Background: an optimization exercise with open tools, aiming at a short achievable clock period and few clock cycles. Do not read the settings as production practice. Only simulation tests tie the RTL to the original design; equivalence was not proved. Power is estimated from default activity; no workload was simulated.

==> design/flow/run.sh <==
#!/bin/bash
# synth_recipe.tcl (not shown) runs the flow's synth.tcl, then flattens the netlist and writes it again
# the make line also repeats each setting of config.mk as NAME=value (left out here)
make -C /OpenROAD-flow-scripts/flow DESIGN_CONFIG=/design/flow/config.mk WORK_HOME=/design/flow/orfs CLKGATE_MAP_FILE= SYNTH_SCRIPT=/design/flow/synth_recipe.tcl finish
==> design/flow/config.mk <==
export PLATFORM = sky130hd
export DESIGN_NAME = zmips
export DESIGN_NICKNAME = zmips
export VERILOG_FILES = /design/flow/design.v
export SDC_FILE = /design/flow/constraint.sdc
export NUM_CORES = 4
export LEC_CHECK = 0
export ABC_CLOCK_PERIOD_IN_PS = 3000
export CAP_MARGIN = 20
export CORE_MARGIN = 2
export CORE_UTILIZATION = 40
export SETUP_SLACK_MARGIN = 5
export SLEW_MARGIN = 20
==> design/flow/constraint.sdc <==
create_clock -name core_clock -period 9.0 [get_ports {clk}]
set_input_delay 1.8000 -clock core_clock [delete_from_list [all_inputs] [get_ports {clk}]]
set_output_delay 1.8000 -clock core_clock [all_outputs]
set_load 0.01 [all_outputs]
==> design/flow/design.v <==
module zmips_mux232(
    input [31:0] a, b,
    input sel,
    output [31:0] y
    );
assign y = (sel == 0) ? a : b;
endmodule: zmips_mux232
module zmips_mux432(
    input [31:0] a, b, c, d,
    input [1:0] sel,
    output reg [31:0] y
    );
always_comb begin
    case (sel)
    2'b00: begin
        y = a;
    end
    2'b01: begin
        y = b;
    end
    2'b10: begin
        y = c;
    end
    2'b11: begin
        y = d;
    end
    endcase
end
endmodule: zmips_mux432
module zmips_n_adder #(
    parameter W = 32,
    parameter L = 5      
  ) (
    input [W-1:0] a, b,
    input cin,
    output [W-1:0] sum,
    output cout
  );
logic [W-1:0] x;
logic [W-1:0] gg [0:L];
logic [W-1:0] pp [0:L];
assign x     = a ^ b;
assign gg[0] = a & b;
assign pp[0] = a | b;
genvar l, i;
generate
for (l = 0; l < L; l = l + 1) begin : lvl
    for (i = 0; i < W; i = i + 1) begin : bit_
        if (i >= (1 << l)) begin : op
            assign gg[l+1][i] = gg[l][i] | (pp[l][i] & gg[l][i - (1 << l)]);
            assign pp[l+1][i] = pp[l][i] & pp[l][i - (1 << l)];
        end else begin : pass
            assign gg[l+1][i] = gg[l][i];
            assign pp[l+1][i] = pp[l][i];
        end
    end
end
endgenerate
logic [W:0] c;
assign c    = {gg[L] | (pp[L] & {W{cin}}), cin};
assign sum  = x ^ c[W-1:0];
assign cout = c[W];
endmodule: zmips_n_adder
module zmips_barrel_shift(
    input [31:0] a,
    input [4:0] shift,
    input [1:0] op,
    output reg [31:0] y,
    output reg cout
    );
always_comb begin
    case (op)
    2'b01: {cout, y} = a << shift;
    2'b10: {y, cout} = {a, 1'b0} >>> shift;
    2'b11: {y, cout} = {a, 1'b0} >> shift;
    default: {y, cout} = {a, 1'b0};
    endcase
end
endmodule: zmips_barrel_shift
module zmips_alu(
    input [31:0] a, b,
    input [3:0] op,
    input [4:0] shamt,
    input cin,
    output [31:0] y,
    output zero, cout
    );
localparam A_ADD = 6'h0;  
localparam A_SUB = 6'h1;
localparam A_AND = 6'h2;
localparam A_OR  = 6'h4;
localparam A_EOR = 6'h6;
localparam A_NOP = 6'h8;  
localparam A_SLL = 6'ha;
localparam A_SRA = 6'hc;
localparam A_SRL = 6'he;
logic [31:0] b_in;            
logic [31:0] add_rslt;        
logic [31:0] and_rslt;        
logic [31:0] or_rslt;         
logic [31:0] eor_rslt;        
logic [31:0] g0_y;            
logic [31:0] g1_y;            
logic [1:0] i_op;             
logic i_group;                
logic i_cout;
logic g0_cout, g1_cout;       
assign i_op = op[2:1];
assign i_group = op[3];
assign zero = ~|y;
assign b_in = b ^ {32{op[0]}};
assign {i_cout, add_rslt} = a + b_in + {31'b0, cin};     
assign and_rslt = a & b_in;
assign or_rslt = a | b_in;
assign eor_rslt = a ^ b_in;
zmips_mux432 ALU_I_MUX(
        .a(add_rslt),
        .b(and_rslt),
        .c(or_rslt),
        .d(eor_rslt),
        .sel(i_op),
        .y(g0_y)
    );
assign g0_cout = (i_op == 2'b00) ? i_cout : 1'b0;   
zmips_barrel_shift ALU_I_BS(.a(a), .shift(shamt), .op(i_op), .y(g1_y), .cout(g1_cout));
zmips_mux232 ALU_IO_MUX(.a(g0_y), .b(g1_y), .sel(i_group), .y(y));
assign cout = i_group ? g1_cout : g0_cout;
endmodule: zmips_alu
module zmips_regfile(
    input [4:0] addr_0, addr_1, wr_addr,
    input [31:0] wr_data, pc_val,
    input pc_wr, wr, clk,
    output [31:0] data_0, data_1
    );
logic [31:0] regfile [0:29];
logic [31:0] pc_reg;
logic [1:0] regsel_0, regsel_1;
assign regsel_0 = {&addr_0[4:1], addr_0[0]};
assign regsel_1 = {&addr_1[4:1], addr_1[0]};
logic [31:0] rf_0, rf_1;
assign rf_0 = (wr && wr_addr == addr_0) ? wr_data : regfile[addr_0];
assign rf_1 = (wr && wr_addr == addr_1) ? wr_data : regfile[addr_1];
zmips_mux432 MUX_D0(
    .a(rf_0),
    .b(rf_0),
    .c(pc_reg),
    .d(pc_val),
    .sel(regsel_0),
    .y(data_0)
);
zmips_mux432 MUX_D1(
    .a(rf_1),
    .b(rf_1),
    .c(pc_reg),
    .d(pc_val),
    .sel(regsel_1),
    .y(data_1)
);
always_ff @(posedge clk) begin
    if (wr && ((&wr_addr[4:1]) == 1'b0)) begin
        regfile[wr_addr] <= wr_data;
    end
end
always_ff @(posedge clk) begin
    if (pc_wr) begin
        pc_reg <= pc_val;
    end
end
endmodule: zmips_regfile
module zmips(
    input [31:0] i_data,
    output [31:0] i_addr, d_addr, d_data_o,
    input [31:0] d_data_i,
    input clk, rst,  
    output d_wr, d_rd
    );
localparam K = 8;    
logic [31:0] pc;
logic        d_valid;
logic [31:0] d_ir;
logic [31:0] d_pc4;
logic        d_fdone;       
logic        e_valid;
logic [31:0] e_a, e_b, e_bx;   
logic        e_fbl;         
logic        e_lda, e_ldb;  
logic        e_inv;         
logic        e_s_add, e_s_and, e_s_or, e_s_xor, e_s_shl, e_s_shr, e_s_pass;  
logic [3:0]  e_l1, e_l2, e_r1, e_r2;    
logic [1:0]  e_l3, e_r3;
logic [5:0]  e_funct;
logic        e_cinc;        
logic        e_wr, e_ld, e_st;
logic [4:0]  e_rd;
logic        e_wz, e_wc, e_wn, e_force;
logic        e_li;
logic        m_wr, m_ld, m_st, m_rd_v;
logic [4:0]  m_rd;
logic [31:0] m_res, m_data;
logic        flag_z, flag_c, flag_n;
logic [31:0] rf [0:29];
logic [31:0] r30;
assign i_addr = pc;
logic [31:0] pc4;
assign pc4 = pc + 32'd4;
logic f_jpl, f_br, f_bpred, f_jmp30, f_small, f_redirect;
assign f_jpl   = i_data[31:30] == 2'b11;
assign f_br    = i_data[31:30] == 2'b10;
assign f_bpred = f_br & ((i_data[27:26] == 2'b11) | i_data[25]);
assign f_jmp30 = (i_data[31:30] == 2'b00) & (&i_data[5:0]) & (i_data[25:21] == 5'd30);
assign f_small = (&i_data[25:K-1]) | ~(|i_data[25:K-1]);
logic [K:0] f_lo;
logic f_same_hi;
zmips_n_adder #(.W(K), .L(3)) ADDF(.a(pc4[K+1:2]), .b(i_data[K-1:0]), .cin(1'b0), .sum(f_lo[K-1:0]), .cout(f_lo[K]));
assign f_same_hi = f_lo[K] == i_data[K-1];
logic d_is_jpl;
logic [31:0] f_target;
logic f_take_br, f_take_jmp;
assign f_take_br  = f_bpred & f_small & f_same_hi;
assign f_take_jmp = f_jmp30 & ~(d_valid & d_is_jpl);
assign f_redirect = f_jpl | f_take_br | f_take_jmp;
always_comb begin
    if (f_jpl)          f_target = {i_data[29:0], 2'b00};
    else if (f_take_br) f_target = {pc4[31:K+2], f_lo[K-1:0], pc4[1:0]};
    else                f_target = r30;
end
logic [4:0] d_rs, d_rt, d_rdf;
assign d_rs = d_ir[25:21];
assign d_rt = d_ir[20:16];
assign d_rdf = d_ir[15:11];
logic d_rfmt, d_li, d_brf, d_jmp;
assign d_rfmt   = d_ir[31:30] == 2'b00;
assign d_li     = d_ir[31:30] == 2'b01;
assign d_brf    = d_ir[31:30] == 2'b10;
assign d_is_jpl = d_ir[31:30] == 2'b11;
assign d_jmp    = d_rfmt & (&d_ir[5:0]);
logic d_b3, d_b2, d_b1, d_b0;
assign {d_b3, d_b2, d_b1, d_b0} = d_ir[29:26];
logic d_wen, d_ld, d_st;
logic [4:0] d_wrd;
assign d_ld  = d_rfmt & d_b3 & d_b2;
assign d_st  = d_rfmt & d_b3 & ~d_b2;
assign d_wrd = d_li ? 5'd0 : d_rdf;
assign d_wen  = d_li ? d_ir[28] : (d_rfmt & d_b2 & ~(&d_rdf[4:1]));
logic d_usea, d_useb;
assign d_usea = d_rfmt;
assign d_useb = d_rfmt & ~d_b0 & ~d_jmp;    
logic [31:0] wb_val;
logic [31:0] d_rsv, d_rtv, d_av, d_bv;
assign wb_val = m_ld ? d_data_i : m_res;
always_comb begin
    if (d_rs == 5'd31)      d_rsv = d_pc4;
    else if (d_rs == 5'd30) d_rsv = r30;
    else if (m_wr && m_rd == d_rs) d_rsv = wb_val;
    else                    d_rsv = rf[d_rs];
end
always_comb begin
    if (d_rt == 5'd31)      d_rtv = d_pc4;
    else if (d_rt == 5'd30) d_rtv = r30;
    else if (m_wr && m_rd == d_rt) d_rtv = wb_val;
    else                    d_rtv = rf[d_rt];
end
assign d_av = d_li ? {{6{d_ir[25]}}, d_ir[25:0]} : d_rsv;
assign d_bv = d_rtv;
logic e_hit_rs, e_hit_rt;
assign e_hit_rs = e_valid & e_wr & (e_rd == d_rs);
assign e_hit_rt = e_valid & e_wr & (e_rd == d_rt);
logic d_a_fast, d_b_fast;
assign d_a_fast = d_b0 ? (d_ir[5:4] == 2'b00) : (d_ir[5:4] != 2'b00);
assign d_b_fast = d_ir[5:4] != 2'b00;
logic e_lfw;
assign e_lfw = e_valid & (e_lda | e_ldb) & ~e_force & (e_wz | e_wn);
logic stall;
assign stall = d_valid & (
        (e_ld & ((d_usea & e_hit_rs & (d_jmp | ~d_a_fast)) |
                 (d_useb & e_hit_rt & ~d_b_fast))) |
        (d_jmp & ~d_fdone & e_hit_rs & ~e_li) |
        (d_brf & (d_ir[27:26] != 2'b11) & e_lfw));
logic [31:0] d_target;
assign d_target = d_pc4 + {d_ir[25] ? 4'hf : 4'h0, d_ir[25:0], 2'b00};
logic [31:0] d_jval;
assign d_jval = (e_hit_rs & e_li) ? e_a : d_rsv;
logic nf_z, nf_c, nf_n, nfb_z, nfb_n;
logic d_flag, d_taken;
always_comb begin
    case (d_ir[27:26])
    2'b00: d_flag = nfb_z;
    2'b01: d_flag = nf_c;
    default: d_flag = nfb_n;
    endcase
end
assign d_taken = (d_ir[27:26] == 2'b11) | (d_flag == d_ir[29]);
logic d_redirect;
assign d_redirect = d_valid & ~stall &
                    ((d_brf & (d_taken ^ d_fdone)) | (d_jmp & ~d_fdone));
logic [31:0] pc_slow;
logic f_go;
always_comb begin
    if (stall)            pc_slow = pc;
    else if (d_redirect)  pc_slow = d_brf ? (d_taken ? d_target : d_pc4) : d_jval;
    else                  pc_slow = pc4;
end
assign f_go = f_redirect & ~(stall | d_redirect);
always_ff @(posedge clk) begin
    if (rst)        pc <= 32'b0;
    else if (f_go)  pc <= f_target;
    else            pc <= pc_slow;
end
always_ff @(posedge clk) begin
    if (rst || d_redirect) begin
        d_valid <= 1'b0;
    end else if (!stall) begin
        d_valid <= 1'b1;
    end
    if (!stall) begin
        d_ir    <= i_data;
        d_pc4   <= pc4;
        d_fdone <= f_redirect;
    end
end
always_ff @(posedge clk) begin
    if (d_valid && d_is_jpl && !rst)
        r30 <= d_pc4;
end
logic d_shl, d_shz;
logic [4:0] d_sha;
logic [3:0] d_oh1, d_oh2;
logic [1:0] d_oh3;
assign d_shl = ~d_li & d_b0 & (d_ir[5:4] == 2'b01);
assign d_shz = d_li | (d_ir[5:4] == 2'b00);
assign d_sha = d_shz ? 5'd0 : d_ir[10:6];
assign d_oh1 = 4'b0001 << d_sha[1:0];
assign d_oh2 = 4'b0001 << d_sha[3:2];
assign d_oh3 = 2'b01 << d_sha[4];
always_ff @(posedge clk) begin
    if (rst || stall || !d_valid) begin
        e_valid <= 1'b0;
    end else begin
        e_valid <= 1'b1;
    end
    e_a      <= (e_hit_rs & ~e_ld & d_rfmt) ? e_y : d_av;
    e_b      <= (e_hit_rt & ~e_ld) ? e_y : d_bv;
    e_bx     <= ((e_hit_rt & ~e_ld) ? e_y : d_bv) ^ {32{d_ir[3]}};
    e_fbl    <= e_hit_rt & e_ld;
    e_lda    <= e_hit_rs & e_ld & d_rfmt;
    e_ldb    <= e_hit_rt & e_ld & d_useb;
    e_inv    <= d_ir[3];
    e_s_add  <= ~d_li & ~d_b0 & (d_ir[5:4] == 2'b00);
    e_s_and  <= ~d_li & ~d_b0 & (d_ir[5:4] == 2'b01);
    e_s_or   <= ~d_li & ~d_b0 & (d_ir[5:4] == 2'b10);
    e_s_xor  <= ~d_li & ~d_b0 & (d_ir[5:4] == 2'b11);
    e_s_shl  <= d_shl;
    e_s_shr  <= ~d_li & d_b0 & d_ir[5];
    e_s_pass <= d_li | (d_b0 & (d_ir[5:4] == 2'b00));
    e_l1     <= d_shl ? d_oh1 : 4'b0;
    e_l2     <= d_shl ? d_oh2 : 4'b0;
    e_l3     <= d_shl ? d_oh3 : 2'b0;
    e_r1     <= d_shl ? 4'b0 : d_oh1;
    e_r2     <= d_shl ? 4'b0 : d_oh2;
    e_r3     <= d_shl ? 2'b0 : d_oh3;
    e_funct  <= d_li ? 6'b0 : d_ir[5:0];
    e_cinc   <= d_b2;
    e_wr     <= d_wen;
    e_ld     <= d_ld;
    e_st     <= d_st;
    e_rd     <= d_wrd;
    e_wz     <= d_rfmt & ~d_jmp & (d_b1 | d_ir[2]);
    e_wc     <= d_rfmt & ~d_jmp & (d_b1 | d_ir[1]);
    e_wn     <= d_rfmt & ~d_jmp & (d_b1 | d_ir[0]);
    e_force  <= d_b1;
    e_li     <= d_li;
end
logic ecin;
assign ecin = ~e_cinc | flag_c;
logic [31:0] e_sum;
logic e_sum_c;
zmips_n_adder #(.W(32)) ADD0(.a(e_a), .b(e_bx), .cin(ecin), .sum(e_sum), .cout(e_sum_c));
logic [31:0] e_la, e_lb;
assign e_la = e_lda ? d_data_i : e_a;
assign e_lb = e_ldb ? (d_data_i ^ {32{e_inv}}) : e_bx;
logic [31:0] e_and, e_or, e_xor;
assign e_and = e_la & e_lb;
assign e_or  = e_la | e_lb;
assign e_xor = e_la ^ e_lb;
logic e_sum_z;
assign e_sum_z = &(~((e_a ^ e_bx) ^ {e_a[30:0] | e_bx[30:0], ecin}));
logic [32:0] e_lv0, e_lv1, e_lv2, e_lv3, e_rv0, e_rv1, e_rv2, e_rv3;
assign e_lv0 = {1'b0, e_a};
assign e_rv0 = {e_a, 1'b0};
always_comb begin
    e_lv1 = ({33{e_l1[0]}} & e_lv0)        | ({33{e_l1[1]}} & (e_lv0 << 1)) |
            ({33{e_l1[2]}} & (e_lv0 << 2)) | ({33{e_l1[3]}} & (e_lv0 << 3));
    e_lv2 = ({33{e_l2[0]}} & e_lv1)        | ({33{e_l2[1]}} & (e_lv1 << 4)) |
            ({33{e_l2[2]}} & (e_lv1 << 8)) | ({33{e_l2[3]}} & (e_lv1 << 12));
    e_lv3 = ({33{e_l3[0]}} & e_lv2)        | ({33{e_l3[1]}} & (e_lv2 << 16));
    e_rv1 = ({33{e_r1[0]}} & e_rv0)        | ({33{e_r1[1]}} & (e_rv0 >> 1)) |
            ({33{e_r1[2]}} & (e_rv0 >> 2)) | ({33{e_r1[3]}} & (e_rv0 >> 3));
    e_rv2 = ({33{e_r2[0]}} & e_rv1)        | ({33{e_r2[1]}} & (e_rv1 >> 4)) |
            ({33{e_r2[2]}} & (e_rv1 >> 8)) | ({33{e_r2[3]}} & (e_rv1 >> 12));
    e_rv3 = ({33{e_r3[0]}} & e_rv2)        | ({33{e_r3[1]}} & (e_rv2 >> 16));
end
logic [31:0] e_y;
logic e_co, e_zero;
assign e_y = ({32{e_s_add}} & e_sum) | ({32{e_s_and}} & e_and) |
             ({32{e_s_or}}  & e_or)  | ({32{e_s_xor}} & e_xor) |
             ({32{e_s_shl}} & e_lv3[31:0]) | ({32{e_s_shr}} & e_rv3[32:1]) |
             ({32{e_s_pass}} & e_la);
assign e_co = (e_s_add & e_sum_c) | (e_s_shl & e_lv3[32]) | (e_s_shr & e_rv3[0]);
assign e_zero = (e_s_add & e_sum_z) | (e_s_and & ~|e_and) | (e_s_or & ~|e_or) |
                (e_s_xor & ~|e_xor) | (e_s_shl & ~|e_lv3[31:0]) |
                (e_s_shr & ~|e_rv3[32:1]) | (e_s_pass & ~|e_la);
logic [31:0] e_andb, e_orb, e_xorb;
assign e_andb = e_a & e_bx;
assign e_orb  = e_a | e_bx;
assign e_xorb = e_a ^ e_bx;
logic e_zb, e_nb;
assign e_zb = (e_s_add & e_sum_z) | (e_s_and & ~|e_andb) | (e_s_or & ~|e_orb) |
              (e_s_xor & ~|e_xorb) | (e_s_shl & ~|e_lv3[31:0]) |
              (e_s_shr & ~|e_rv3[32:1]) | (e_s_pass & ~|e_a);
assign e_nb = (e_s_add & e_sum[31]) | (e_s_and & e_andb[31]) | (e_s_or & e_orb[31]) |
              (e_s_xor & e_xorb[31]) | (e_s_shl & e_lv3[31]) | (e_s_shr & e_rv3[32]) |
              (e_s_pass & e_a[31]);
assign nf_z  = (e_valid & e_wz) ? (e_force ? e_funct[2] : e_zero) : flag_z;
assign nf_c  = (e_valid & e_wc) ? (e_force ? e_funct[1] : e_co) : flag_c;
assign nf_n  = (e_valid & e_wn) ? (e_force ? e_funct[0] : e_y[31]) : flag_n;
assign nfb_z = (e_valid & e_wz) ? (e_force ? e_funct[2] : e_zb) : flag_z;
assign nfb_n = (e_valid & e_wn) ? (e_force ? e_funct[0] : e_nb) : flag_n;
always_ff @(posedge clk) begin
    if (rst) begin
        flag_z <= 1'b0;
        flag_c <= 1'b0;
        flag_n <= 1'b0;
    end else begin
        flag_z <= nf_z;
        flag_c <= nf_c;
        flag_n <= nf_n;
    end
end
always_ff @(posedge clk) begin
    m_res  <= e_y;
    m_data <= e_fbl ? d_data_i : e_b;
    m_rd   <= e_rd;
    if (rst || !e_valid) begin
        m_wr <= 1'b0;
        m_ld <= 1'b0;
        m_st <= 1'b0;
    end else begin
        m_wr <= e_wr;
        m_ld <= e_ld;
        m_st <= e_st;
    end
end
assign d_addr   = m_res;
assign d_data_o = m_data;
assign d_wr     = m_st;
assign d_rd     = m_ld;
always_ff @(posedge clk) begin
    if (m_wr) rf[m_rd] <= wb_val;
end
endmodule
==> flow_summary.ini, run 1 <==
[drt]
wire_per_inst_um = 36.55
drtPass1Iterations = 8
drt_iter0_drc = 7504
final_antenna_net_count = 0
wl_um = 290700
viasPerCell = 6.591
drcViolationCount = 0
vias = 52420

[min_path]
hold_class = flip-flop to flip-flop
worst_hold_startpoint = e_rd[0]$_SDFF_PP0_
hold_depth = 0
worstHoldEndpoint = m_rd[0]$_DFF_P_

[floorplanning]
rows = 155
io-pin-count = 164
start_util = 0.4020
dieHeight_um = 427.2
dieArea_um2 = 182500
core_um2 = 178200
die_width_um = 427.2

[clocking]
clkTransAtPathRegs_ps = 60
cts_max_path_buffers = 3
tritoncts = built
cts_buffers = 147
cts_sinks = 1320
cts_max_level = 4
worstSkewPairLatency_ps = 830
cts_root_buf = clkbuf_16
cts_hold_buf = 0

[final_layout]
largest_register_ffs = 960
layout.nets = 5707
layout_common_cells = edfxtp_1 (1057), mux4_2 (573), o21ai_0 (300)
drive_above_1_share = 0.2676
final_common_cell = edfxtp_1
syn2layout_area_growth_pct = 16.91
final_cells = 7954
top_register = rf

[synthesis]
ys_seq_area_frac = 0.5165
synthesis.area_um2 = 71650
synth_cells = 5299
async_reset_ff_frac = 0
synth_cell_type_count = 90
synthesis.nets = 5542
syn_area_per_cell_um2 = 13.52
yosysWarnings = 7
synth_edf_count = 1057
synth_seq_cells = 1320
ys.flop_type = edfxtp_1

[run_status]
status = complete, no violations

[sta]
worst_pin_slew_ps = 1223
tns_ps = 0
max_slew_margin = 0.1814
fmax_mhz = 229.2
fin_crit_ps = 4363
final-max-slew-violation-count = 0
rsz0062_at_grt = yes
hold_violations = 0
setup_viol = 0
post-route-period-util = 0.4847
finClkSkew_ps = 83.46

[grt]
grt_pass1_wl_um = 399400
grt_use_total = 0.3136
grt_max_degree = 97
overflow = 0
antenna_found_initial = 20
first_global_vias = 50300

[critical_path]
rr_worst_depth = 14
cp-end-kind = flip-flop
r2r-start = e_l1[0]$_SDFF_PN0_
arrival_ps = 5050
start_kind = flip-flop
reg2reg_slack_ps = 4640
cp_max_fo = 34
r2r_end = pc[10]$_SDFFE_PP0P_
required_ps = 9690
worstSetupPathType = flip-flop to flip-flop

[place]
port_buffers = 163
gp_routability_congestion = 1.067
hpwl_um = 188900
dp.cells = 7570

[pwr]
p_leak_nw = 28.60
vdd_drop_max_mv = 0.1754
powerDensity_nw_per_um2 = 205.0

[flow_run]
maxCapViolCount = 0
-- metal layers --
metal  vias to the layer above  wire [um]  GRT usage
met4                        12      21550     0.1970
li1                      21320          -          -
met2                      3415     134500     0.4895
met1                     26840     107200     0.3977
met3                       834      27380    0.06770
met5                         -         94          0
-- synth_stat cells, drive strengths merged (20+ instances only) --
| master | n | area (um2) |
|---|---|---|
| nand2b | 20 | 125.1 |
| o21ai | 341 | 1707 |
| nor3 | 35 | 175.2 |
| ha | 174 | 2177 |
| nand4 | 79 | 506.7 |
| clkbuf | 287 | 1077 |
| nor2b | 23 | 143.9 |
| mux2i | 138 | 1381 |
| nand2 | 298 | 1121 |
| mux2 | 152 | 1712 |
| a21oi | 206 | 1031 |
| o2111ai | 30 | 262.8 |
| o21a | 37 | 277.8 |
| edfxtp | 1057 | 31740 |
| nor2 | 298 | 1119 |
| o211ai | 53 | 397.9 |
| inv | 238 | 893.4 |
| nor4 | 61 | 381.6 |
| mux4 | 573 | 12900 |
| dfxtp | 263 | 5265 |
| a22oi | 48 | 360.4 |
| nand3b | 23 | 172.7 |
| o31ai | 22 | 165.2 |
| nand3 | 31 | 155.2 |
| a22o | 133 | 1165 |
| a211oi | 77 | 578.1 |
| a221oi | 35 | 312.8 |
| xor2 | 69 | 604.3 |
| xnor2 | 126 | 1104 |
| buf | 113 | 493.0 |
-- critical path, cell delays in order, from the launching register on --
cell       delay (ps)
dfxtp_1           310
buf_4             370
a22oi_1           150
and2_1            270
o21ai_0           880
nor3b_1           180
a31oi_2           390
a21boi_1          120
nand4bb_4         310
a41o_4            340
buf_6             120
a31oi_4           220
clkbuf_16         210
o211ai_1           90
a31o_2            250
-- cells by family after synthesis --
| logic type | after synthesis | share of synthesized area |
|---|---|---|
| xor+xnor | 195 | 0.02384 |
| buf+inv | 639 | 0.03444 |
| flops | 1320 | 0.5165 |
| fa+ha+maj | 177 | 0.03122 |
| compound gates | 1131 | 0.1055 |
| simple gates | 974 | 0.06526 |
| mux | 863 | 0.2233 |
-- through the flow --
stage	hold slack, ps	total power [mW]	util	worst slack, ps	area, um2
3_3_place_gp	409.9	10.65	0.4279	3032	76270
6_report	422.0	17.17	0.4700	4637	83760
5_1_grt	431.7	17.59	0.4698	4692	83730
3_5_place_dp	397.9	10.64	0.4280	3015	76270
2_1_floorplan	374.1	9.139	-	4586	71780
4_1_cts	420.8	17.02	0.4660	4852	83050
-- timing repair --
item | CTS | global route
cloned | 9 | 5
hold endpoints to repair | 0 | 0
endpoints found under the setup margin | 178 | 138
buffers inserted | 67 | 19
pin swaps | 29 | 30
gates resized for setup | 298 | 126
-- cell type report --
class | count | area (um2)
Clock buffer | 178 | 3836
Tap cell | 2355 | 2947
Clock inverter | 91 | 1131
Multi-Input combinational cell | 3343 | 33570
Timing Repair Buffer | 413 | 4203
Inverter | 239 | 910.9
Sequential cell | 1320 | 37130
Fill cell | 15410 | 94470
Antenna cell | 15 | 37.54
-- worst max path at each step --
stage,start,to,slack [ps],cells after the start
after CTS,e_r1[3]$_SDFF_PP0_,pc[6]$_SDFFE_PP0P_,4850,15
after detailed placement,i_data[0],pc[10]$_SDFFE_PP0P_,3020,15
after global routing,e_a[30]$_DFF_P_,pc[4]$_SDFFE_PP0P_,4690,16
after global placement,i_data[0],pc[10]$_SDFFE_PP0P_,3030,15
after floorplan,i_data[0],pc[12]$_SDFFE_PP0P_,4590,17
final,e_l1[0]$_SDFF_PN0_,pc[10]$_SDFFE_PP0P_,4640,14
-- report_power, final --
part / internal (mW) / switching (mW)
clock: 3.60 / 2.65
combinational: 1.30 / 2.25
sequential: 7.03 / 0.337
Testbench counts, summed over its fixed seeds: cycles 45,178.
==> run 2: changes to the inputs <==
--- a/design/flow/design.v
+++ b/design/flow/design.v
@@ -174,7 +174,7 @@
     input clk, rst,  
     output d_wr, d_rd
     );
-localparam K = 8;    
+localparam K = 10;   
 logic [31:0] pc;
 logic        d_valid;
 logic [31:0] d_ir;
@@ -203,20 +203,20 @@
 assign i_addr = pc;
 logic [31:0] pc4;
 assign pc4 = pc + 32'd4;
-logic f_jpl, f_br, f_bpred, f_jmp30, f_small, f_redirect;
+logic f_jpl, f_br, f_bpred, f_jmp30, f_redirect;
 assign f_jpl   = i_data[31:30] == 2'b11;
 assign f_br    = i_data[31:30] == 2'b10;
 assign f_bpred = f_br & ((i_data[27:26] == 2'b11) | i_data[25]);
 assign f_jmp30 = (i_data[31:30] == 2'b00) & (&i_data[5:0]) & (i_data[25:21] == 5'd30);
-assign f_small = (&i_data[25:K-1]) | ~(|i_data[25:K-1]);
-logic [K:0] f_lo;
-logic f_same_hi;
-zmips_n_adder #(.W(K), .L(3)) ADDF(.a(pc4[K+1:2]), .b(i_data[K-1:0]), .cin(1'b0), .sum(f_lo[K-1:0]), .cout(f_lo[K]));
-assign f_same_hi = f_lo[K] == i_data[K-1];
+logic f_fwd_ok, f_bwd_ok;
+assign f_fwd_ok = ~(|i_data[25:4]) & ~(&pc4[K+1:6]);
+assign f_bwd_ok = (&i_data[25:5]) & (|pc4[K+1:7]);
+logic [K-1:0] f_lo;
+assign f_lo = pc4[K+1:2] + i_data[K-1:0];
 logic d_is_jpl;
 logic [31:0] f_target;
 logic f_take_br, f_take_jmp;
-assign f_take_br  = f_bpred & f_small & f_same_hi;
+assign f_take_br  = f_bpred & (f_fwd_ok | f_bwd_ok);
 assign f_take_jmp = f_jmp30 & ~(d_valid & d_is_jpl);
 assign f_redirect = f_jpl | f_take_br | f_take_jmp;
 always_comb begin
@@ -290,21 +290,25 @@
     endcase
 end
 assign d_taken = (d_ir[27:26] == 2'b11) | (d_flag == d_ir[29]);
-logic d_redirect;
-assign d_redirect = d_valid & ~stall &
-                    ((d_brf & (d_taken ^ d_fdone)) | (d_jmp & ~d_fdone));
-logic [31:0] pc_slow;
-logic f_go;
-always_comb begin
-    if (stall)            pc_slow = pc;
-    else if (d_redirect)  pc_slow = d_brf ? (d_taken ? d_target : d_pc4) : d_jval;
-    else                  pc_slow = pc4;
-end
-assign f_go = f_redirect & ~(stall | d_redirect);
+logic d_brok, d_jr, d_tk1, d_tk0, d_red1, d_red0, d_redirect;
+assign d_brok = d_valid & ~stall & d_brf;
+assign d_jr   = d_valid & ~stall & d_jmp & ~d_fdone;
+assign d_tk1  = (d_ir[27:26] == 2'b11) | d_ir[29];
+assign d_tk0  = (d_ir[27:26] == 2'b11) | ~d_ir[29];
+assign d_red1 = d_brok & (d_tk1 ^ d_fdone);
+assign d_red0 = d_brok & (d_tk0 ^ d_fdone);
+assign d_redirect = d_jr | (d_flag ? d_red1 : d_red0);
+logic [31:0] pc_f, pc_nb, pc_t, pc_n, pc_b1, pc_b0, pc_next;
+assign pc_f  = f_redirect ? f_target : pc4;
+assign pc_nb = stall ? pc : (d_jr ? d_jval : pc_f);
+assign pc_t  = d_fdone ? pc_f : d_target;
+assign pc_n  = d_fdone ? d_pc4 : pc_f;
+assign pc_b1 = d_tk1 ? pc_t : pc_n;
+assign pc_b0 = d_tk0 ? pc_t : pc_n;
+assign pc_next = d_brok ? (d_flag ? pc_b1 : pc_b0) : pc_nb;
 always_ff @(posedge clk) begin
-    if (rst)        pc <= 32'b0;
-    else if (f_go)  pc <= f_target;
-    else            pc <= pc_slow;
+    if (rst) pc <= 32'b0;
+    else     pc <= pc_next;
 end
 always_ff @(posedge clk) begin
     if (rst || d_redirect) begin
--- a/design/flow/config.mk
+++ b/design/flow/config.mk
@@ -6,8 +6,8 @@
 export NUM_CORES = 4
 export LEC_CHECK = 0
 export ABC_CLOCK_PERIOD_IN_PS = 3000
-export CAP_MARGIN = 20
+export CAP_MARGIN = 30
 export CORE_MARGIN = 2
 export CORE_UTILIZATION = 40
 export SETUP_SLACK_MARGIN = 5
-export SLEW_MARGIN = 20
+export SLEW_MARGIN = 30
==> run 2 against run 1 <==
  * Still clean
  * Hold slack improved by 11 ps
  * Clock skew fell by 26 ps
  * Sequential power barely moved
  * Highest routed layer unchanged
==> flow_summary.ini, run 2 <==
[sta]
final-max-slew-violation-count = 0
fmax_mhz = 230.0
finClkSkew_ps = 57.10
max_slew_margin = 0.2726
post-route-period-util = 0.4831
hold_violations = 0
rsz0062_at_grt = yes
whs_ps = 433.3
fin_crit_ps = 4348
setup_viol = 0
worst_pin_slew_ps = 1088
tns_ps = 0

[floorplanning]
io-pin-count = 164
dieArea_um2 = 183600
die_width_um = 428.5
rows = 155
dieHeight_um = 428.5
start_util = 0.4031
core_um2 = 178800

[critical_path]
cp-end-kind = flip-flop
required_ps = 9690
cp_top_family = simple AND/OR/NAND/NOR gates
timing.critical_path.buf_inv = 4
arrival_ps = 5040
worstSetupPathType = flip-flop to flip-flop
cp_slowest_stage_delay_ps = 550
crit_top_cell = buf_12
cp_slowest_cell = nor4_1
start_kind = flip-flop
path_cells = buf_4 > inv_1 > ha_4 > nor4_1 > nand2_1 > nor4b_1 > a211oi_2 > nand3_1 > nor3_1 > and4b_1 > a211oi_4 > and2_4 > buf_12 > nor2_8 > buf_12 > mux2_4 > a221o_1
cp_max_fo = 12

[place]
gp_routability_congestion = 1.046
port_buffers = 163
dp.cells = 7643
hpwl_um = 191900

[clocking]
cts_max_level = 4
tritoncts = built
clkTransAtPathRegs_ps = 70
worstSkewPairLatency_ps = 840
cts_hold_buf = 0
cts_sinks = 1320
cts_buffers = 149
cts_root_buf = clkbuf_16
cts_max_path_buffers = 3

[grt]
grt_max_degree = 92
overflow = 0
grt_pass1_wl_um = 407400
antenna_found_initial = 17
first_global_vias = 51200
grt_use_total = 0.3145

[synthesis]
synthXorXnorAreaFrac = 0.02443
synthesis.area_um2 = 72070
synth_edf_count = 1057
synth_common_cells = edfxtp_1 (1057), mux4_2 (573), nand2_1 (331), o21ai_0 (331), clkbuf_1 (284)
synth_most_common_cell = edfxtp_1
synth_seq_cells = 1320
synth_top_cell_by_area = edfxtp_1
synth_top_family_by_area = multiplexers
ys.flop_type = edfxtp_1
synth.top_cell.area_share = 0.4404
syn_area_per_cell_um2 = 13.40
ys_seq_area_frac = 0.5134
synth_cell_type_count = 87
synthesis.nets = 5614
yosysWarnings = 4
yosys.area_share.simple = 0.06569
synthMuxAreaShare = 0.2266
synth_compound_area_frac = 0.1064
async_reset_ff_frac = 0
synth_cells = 5377
synth_area_leaders = edfxtp_1 (44%), mux4_2 (18%), dfxtp_1 (7.3%)
synthAdderAreaFrac = 0.03000

[final_layout]
layout.nets = 5812
syn2layout_area_growth_pct = 17.94
final_cells = 8061
top_register = rf
drive_above_1_share = 0.2709
largest_register_ffs = 960
final_util = 0.4754
layout_common_cells = edfxtp_1 (1057), mux4_2 (573), nand2_1 (323)
final_common_cell = edfxtp_1

[drt]
viasPerCell = 6.592
wire_per_inst_um = 36.67
wl_um = 295600
final_antenna_net_count = 0
drcViolationCount = 0
drt_iter0_drc = 7658
vias = 53140
drtPass1Iterations = 7

[flow_run]
maxCapViolCount = 0

[pwr]
power_mw = 17.40
vdd_drop_max_mv = 0.2042
power_switching_mw = 5.350
pwr-share-comb = 0.214
p_int_mw = 12.05
p_leak_nw = 29.68
seqPwrFrac = 0.424
powerDensity_nw_per_um2 = 204.7
p_clk_frac = 0.362
swShare = 0.3074

[min_path]
hold_class = flip-flop to flip-flop

[run_status]
status = complete, no violations
run 2: per-stage QoR:
stage | area [um2] | setup slack [ps]
global route | 84980 | 4659
floorplan | 72130 | 4745
global placement | 76630 | 3117
finish | 85000 | 4652
CTS | 83940 | 4651
detailed placement | 76720 | 3019
run 2: layer usage:
layer  vias to the layer above  wire, um  global-route usage
li1                      21700         -                   -
met1                     27270    109100              0.3954
met2                      3333    135400              0.4883
met3                       834     27280             0.06827
met4                         8     23760              0.2130
met5                         -        46                   0
run 2: area by class of cell:
cell class,count,area [um2]
well taps,2355,2947
repair buffers,446,4816
inverters,225,848.3
multi-input cells,3433,34210
flip-flops and latches,1320,37140
clock buffers,193,4019
fillers,15540,93810
diodes,7,17.52
clock inverters,82,1005
run 2: power by group through the flow:
| stage | Combinational [mW] | Sequential [mW] | Clock, mW |
|---|---|---|---|
| finish | 3.72 | 7.38 | 6.30 |
| global placement | 3.20 | 7.51 | 0 |
| floorplan | 1.91 | 7.29 | 0 |
| global route | 3.85 | 7.38 | 6.61 |
| CTS | 3.48 | 7.36 | 6.36 |
| detailed placement | 3.20 | 7.51 | 0 |
run 2: final timing paths:
check / start / to / slack (ps) / cells after the start
setup / recovery: e_a[15]$_DFF_P_ / pc[16]$_SDFFE_PP0P_ / 4650 / 17
hold / removal: e_rd[3]$_SDFF_PP0_ / m_rd[3]$_DFF_P_ / 430 / 0
hold reg to reg: e_rd[3]$_SDFF_PP0_ / m_rd[3]$_DFF_P_ / 430 / 0
setup reg to reg: e_a[15]$_DFF_P_ / pc[16]$_SDFFE_PP0P_ / 4650 / 17
run 2: repair_timing:
item / 4_1_cts / 5_1_grt
pin swaps: 55 / 69
cloned: 16 / 3
setup buffers: 83 / 31
setup endpoints to repair: 147 / 90
gates resized for setup: 254 / 173
run 2: logic make-up (layout without fill, tap and decap cells):
logic type,count (synthesis),in the layout
flops,1320,1320
compound gates,1161,1161
simple gates,1004,1008
mux,892,892
buf+inv,628,946
xor+xnor,201,201
fa+ha+maj,171,171
other cells,0,7
Testbench counts of run 2, summed over its fixed seeds: cycles 45,148.

[port drivers added, routing unchanged]
Ports are ideal in the flow. The routed layouts listed here were re-timed in OpenROAD. Step 1 assumes that a clkbuf_16 drives the clock port and a buf_2 every other input. Step 2 also shifts input and output timing later by t, the mid clock arrival at the registers, as if the neighbouring blocks saw the same clock. Three values: ideal, step 1, step 2; two values: the first two.
run | t, ns | slack for setup (ns) | worst setup path at the end
run 1 | 0.869 | 4.637 / 4.637 / 4.024 | input to register
run 2 | 0.893 | 4.652 / 4.652 / 3.984 | input to register
After both steps setup and hold are still met in every run listed. For run 2, which loses most, drivers alone change the setup slack by 0.000 ns; drivers and shift together by -0.668 ns.
